Source: an optimization exercise on an open RTL-to-GDS flow (aim: small area and few clock cycles). Production flows keep margins and buffers that such runs may drop. Function was checked by simulation only, so behaviour that the tests miss may differ from the original. The clock port is modelled as an ideal driver; clocking choices that lean on that would not hold on a real chip.

== old ==
## icap_controller
module icap_controller
	(
		ACLK,
		ARESETN,
		S_AXIS_TREADY,
		S_AXIS_TDATA,
		S_AXIS_TLAST,
		S_AXIS_TVALID,
		ICAP_CE_N,
		ICAP_I
	);
==> module icap_controller, before the edit <==
module icap_controller
	(
		ACLK,
		ARESETN,
		S_AXIS_TREADY,
		S_AXIS_TDATA,
		S_AXIS_TLAST,
		S_AXIS_TVALID,
		ICAP_CE_N,
		ICAP_I
	);
	input                                     ACLK;
	input                                     ARESETN;
	output                                    S_AXIS_TREADY;
	input      [255 : 0]                      S_AXIS_TDATA;
	input                                     S_AXIS_TLAST;
	input                                     S_AXIS_TVALID;
	output                                    ICAP_CE_N;
	output     [31 : 0]                       ICAP_I;
	localparam N = 13;		 
	localparam W = 257;		 
	reg  [W*N-1:0]   d;		 
	reg  [224:0]     hd;		 
	reg  [N-1:0]     v;		 
	reg              hv, hvn;	 
	reg  [7:0]       q;		 
	reg  [N-2:0]     ld, ldn;	 
	reg              s_in, s_prev, s_self;	 
	wire acc = S_AXIS_TVALID & ld[0];
	wire [N-1:0] v_next;
	assign v_next[0] = ld[0] ? (acc & ~s_in) : v[0];
	genvar s;
	generate
		for (s = 1; s < N - 1; s = s + 1) begin : vn
			assign v_next[s] = ld[s] ? v[s-1] : v[s];
		end
	endgenerate
	assign v_next[N-1] = s_self ? v[N-1] : (s_in ? acc : v[N-2]);
	wire hv_next = hv ? ~q[7] : v[N-1];
	wire [N:0] r;			 
	assign r[N]   = ~hv_next;
	assign r[N-1] = ~v_next[N-1] | ~hv_next;
	generate
		for (s = 0; s < N - 1; s = s + 1) begin : rn
			assign r[s] = ~v_next[s] | r[s+1];
		end
	endgenerate
	wire e_next = ~|v_next[N-2:0];
	always @(posedge ACLK or negedge ARESETN)
		if (!ARESETN) begin
			v      <= {N{1'b0}};
			hv     <= 1'b0;
			hvn    <= 1'b1;
			q      <= 8'd1;
			ld     <= {(N-1){1'b1}};
			ldn    <= {(N-1){1'b0}};
			s_in   <= 1'b1;
			s_prev <= 1'b0;
			s_self <= 1'b0;
		end else begin
			v      <= v_next;
			hv     <= hv_next;
			hvn    <= ~hv_next;
			q      <= hv_next ? {q[6:0], 1'b0} : 8'd1;
			ld     <= r[N-2:0];
			ldn    <= ~r[N-2:0];
			s_in   <= r[N-1] & e_next;
			s_prev <= r[N-1] & ~e_next;
			s_self <= ~r[N-1];
		end
	wire [W-1:0] in_m = {1'b0, S_AXIS_TDATA};
	always @(posedge ACLK) begin
		d[0 +: W] <= ~((in_m | {W{ldn[0]}}) & (d[0 +: W] | {W{ld[0]}}));
	end
	generate
		for (s = 1; s < N - 1; s = s + 1) begin : st
			always @(posedge ACLK)
				d[s*W +: W] <= ~((d[(s-1)*W +: W] | {W{ldn[s]}}) & (d[s*W +: W] | {W{ld[s]}}));
		end
	endgenerate
	always @(posedge ACLK) begin
		d[(N-1)*W +: W] <= ~((in_m & {W{s_in}}) | (d[(N-2)*W +: W] & {W{s_prev}})
		                     | (d[(N-1)*W +: W] & {W{s_self}}));
		hd <= ~((d[(N-1)*W + 32 +: 225] | {225{hv}}) & (hd | {225{hvn}}));
	end
	wire [W-1:0] last = d[(N-1)*W +: W];
	reg [31:0] icap;
	integer j;
	always @(*) begin
		icap = last[31:0] & {32{q[0]}};
		for (j = 0; j < 7; j = j + 1)
			icap = icap | (hd[j*32 +: 32] & {32{q[j+1]}});
	end
	wire pol = q[0] ? last[W-1] : hd[224];
	assign S_AXIS_TREADY = ld[0];
	assign ICAP_CE_N = ~(hv | v[N-1]);
	assign ICAP_I = icap ^ {32{pol}};
endmodule
clock: 6.0 ns
lec_check: 0
cap_margin: 20
core_margin: 2
core_utilization: 55
cts_buf_list: sky130_fd_sc_hd__clkbuf_16
cts_cluster_diameter: 100
cts_cluster_size: 30
setup_slack_margin: 0.3
slew_margin: 20
synth_memory_max_bits: 8192
standard.sh (not shown) runs the stock make flow with config.mk's settings and CLKGATE_MAP_FILE= SYNTH_SCRIPT=/design/flow/synth_recipe.tcl, a recipe that flattens the netlist after the stock synthesis.
==> flow/flow/run.sh <==
#!/bin/bash
# The standard layout (the standard.sh, standard synthesis included), with two changes:
# the port buffers are the smallest buffer cell, and clock tree synthesis adds no dummy loads.
# make's full output goes to flow_make.log in the work folder; ORFS keeps each step's log
# under orfs/logs/.
set -euo pipefail
export BUFFER_PORTS_ARGS="-buffer_cell sky130_fd_sc_hd__buf_1"
export CTS_ARGS="-sink_clustering_enable -repair_clock_nets -sink_clustering_size 30 -sink_clustering_max_diameter 100 -buf_list sky130_fd_sc_hd__clkbuf_16 -dont_use_dummy_load"
bash standard.sh finish > flow_make.log 2>&1
Having completed the whole flow, old delivered a layout that passed the timing, design-rule and antenna checks.
Testbench counts of old, summed over its fixed seeds: cycles 2,568.
Here is what was changed in the inputs of new compared with old.
--- a/flow/design.v
+++ b/flow/design.v
@@ -21,24 +21,31 @@
 	localparam W = 257;		 
 	reg  [W*N-1:0]   d;		 
 	reg  [224:0]     hd;		 
 	reg  [N-1:0]     v;		 
 	reg              hv, hvn;	 
-	reg  [7:0]       q;		 
-	reg  [N-2:0]     ld, ldn;	 
+	reg  [2:0]       cnt;		 
+	reg  [N-2:0]     ldn;		 
 	reg              s_in, s_prev, s_self;	 
+	wire [N-1:0] ld;		 
+	assign ld[N-1] = ~v[N-1] | ~hv;
+	genvar s;
+	generate
+		for (s = 0; s < N - 1; s = s + 1) begin : ldc
+			assign ld[s] = ~v[s] | ld[s+1];
+		end
+	endgenerate
 	wire acc = S_AXIS_TVALID & ld[0];
 	wire [N-1:0] v_next;
 	assign v_next[0] = ld[0] ? (acc & ~s_in) : v[0];
-	genvar s;
 	generate
 		for (s = 1; s < N - 1; s = s + 1) begin : vn
 			assign v_next[s] = ld[s] ? v[s-1] : v[s];
 		end
 	endgenerate
 	assign v_next[N-1] = s_self ? v[N-1] : (s_in ? acc : v[N-2]);
-	wire hv_next = hv ? ~q[7] : v[N-1];
+	wire hv_next = hv ? (cnt != 3'd6) : v[N-1];
 	wire [N:0] r;			 
 	assign r[N]   = ~hv_next;
 	assign r[N-1] = ~v_next[N-1] | ~hv_next;
 	generate
 		for (s = 0; s < N - 1; s = s + 1) begin : rn
@@ -49,22 +56,20 @@
 	always @(posedge ACLK or negedge ARESETN)
 		if (!ARESETN) begin
 			v      <= {N{1'b0}};
 			hv     <= 1'b0;
 			hvn    <= 1'b1;
-			q      <= 8'd1;
-			ld     <= {(N-1){1'b1}};
+			cnt    <= 3'd0;
 			ldn    <= {(N-1){1'b0}};
 			s_in   <= 1'b1;
 			s_prev <= 1'b0;
 			s_self <= 1'b0;
 		end else begin
 			v      <= v_next;
 			hv     <= hv_next;
 			hvn    <= ~hv_next;
-			q      <= hv_next ? {q[6:0], 1'b0} : 8'd1;
-			ld     <= r[N-2:0];
+			cnt    <= hv ? cnt + 3'd1 : 3'd0;
 			ldn    <= ~r[N-2:0];
 			s_in   <= r[N-1] & e_next;
 			s_prev <= r[N-1] & ~e_next;
 			s_self <= ~r[N-1];
 		end
@@ -79,20 +84,16 @@
 		end
 	endgenerate
 	always @(posedge ACLK) begin
 		d[(N-1)*W +: W] <= ~((in_m & {W{s_in}}) | (d[(N-2)*W +: W] & {W{s_prev}})
 		                     | (d[(N-1)*W +: W] & {W{s_self}}));
-		hd <= ~((d[(N-1)*W + 32 +: 225] | {225{hv}}) & (hd | {225{hvn}}));
+		hd[191:0] <= ~((d[(N-1)*W + 32 +: 192] | {192{hv}}) & (hd[223:32] | {192{hvn}}));
+		hd[223:192] <= ~d[(N-1)*W + 224 +: 32];
+		hd[224] <= ~((d[(N-1)*W + 256] | hv) & (hd[224] | hvn));
 	end
 	wire [W-1:0] last = d[(N-1)*W +: W];
-	reg [31:0] icap;
-	integer j;
-	always @(*) begin
-		icap = last[31:0] & {32{q[0]}};
-		for (j = 0; j < 7; j = j + 1)
-			icap = icap | (hd[j*32 +: 32] & {32{q[j+1]}});
-	end
-	wire pol = q[0] ? last[W-1] : hd[224];
+	wire [31:0] icap = ~((last[31:0] | {32{hv}}) & (hd[31:0] | {32{hvn}}));
+	wire pol = ~((last[W-1] | hv) & (hd[224] | hvn));
 	assign S_AXIS_TREADY = ld[0];
 	assign ICAP_CE_N = ~(hv | v[N-1]);
 	assign ICAP_I = icap ^ {32{pol}};
 endmodule
==> results.txt <==
Diff old -> new: overall via count from detail_route decreased by about 2.2% relative to the old numbers; number of distinct library cells after synthesis decreased by about 4.3% relative to the old numbers; via count of the first global-routing pass increased by 2048 relative to the old numbers. Relative to old, global-route wire length before repair has gone down in new. Worst setup slack (new over old): increase, 0.51 ns. Re number of resized instances in the post-cts repair step: no difference whatsoever between new and old. Summary of new over old: basic-gate share of the synthesized area counting and, or, nand and nor cells dropped 0.15 points; non-clock buffer count dropped 2.4%. Taking old as the reference, in new CTS sink count decreased 0.44%; number of combinational gates with multiple inputs -about 4%; area of the multi-input gates now smaller; detailed-routing iteration count for the pre-antenna-repair pass +9. The die of new is smaller than the one used in old.
Testbench counts of new, summed over its fixed seeds: cycles 2,568.

-- afterwards: timing with drivers on the ports --
The flow's constraints put no driver on any port. The routed layouts listed below were extracted and timed again, unchanged, in two steps.
Step 1 (the two cells are an assumption about what drives the block):
set clk [get_ports {ACLK}]
set_driving_cell -lib_cell sky130_fd_sc_hd__clkbuf_16 $clk
set_driving_cell -lib_cell sky130_fd_sc_hd__buf_2 [delete_from_list [all_inputs] $clk]
Step 2 moves the port delays by t, midway between the first and last clock arrival at a register: inputs arrive t later, outputs are due t later. That takes back most of the time a late clock gives input paths.
Three values: no drivers, after step 1, after step 2; two values: the first two.
run | shift t [ns] | setup WS [ns] | worst setup path after step 2 | slew at the worst register clock pin (ns) | worst slew at a driven data input, ns
old | 0.918 | 1.041 / 0.946 / 1.865 | register to output | 0.12 / 0.12 | 0.13
new | 0.898 | 1.549 / 1.459 / 1.637 | register to register | 0.12 / 0.12 | 0.14
After both steps setup and hold are still met in every run listed.
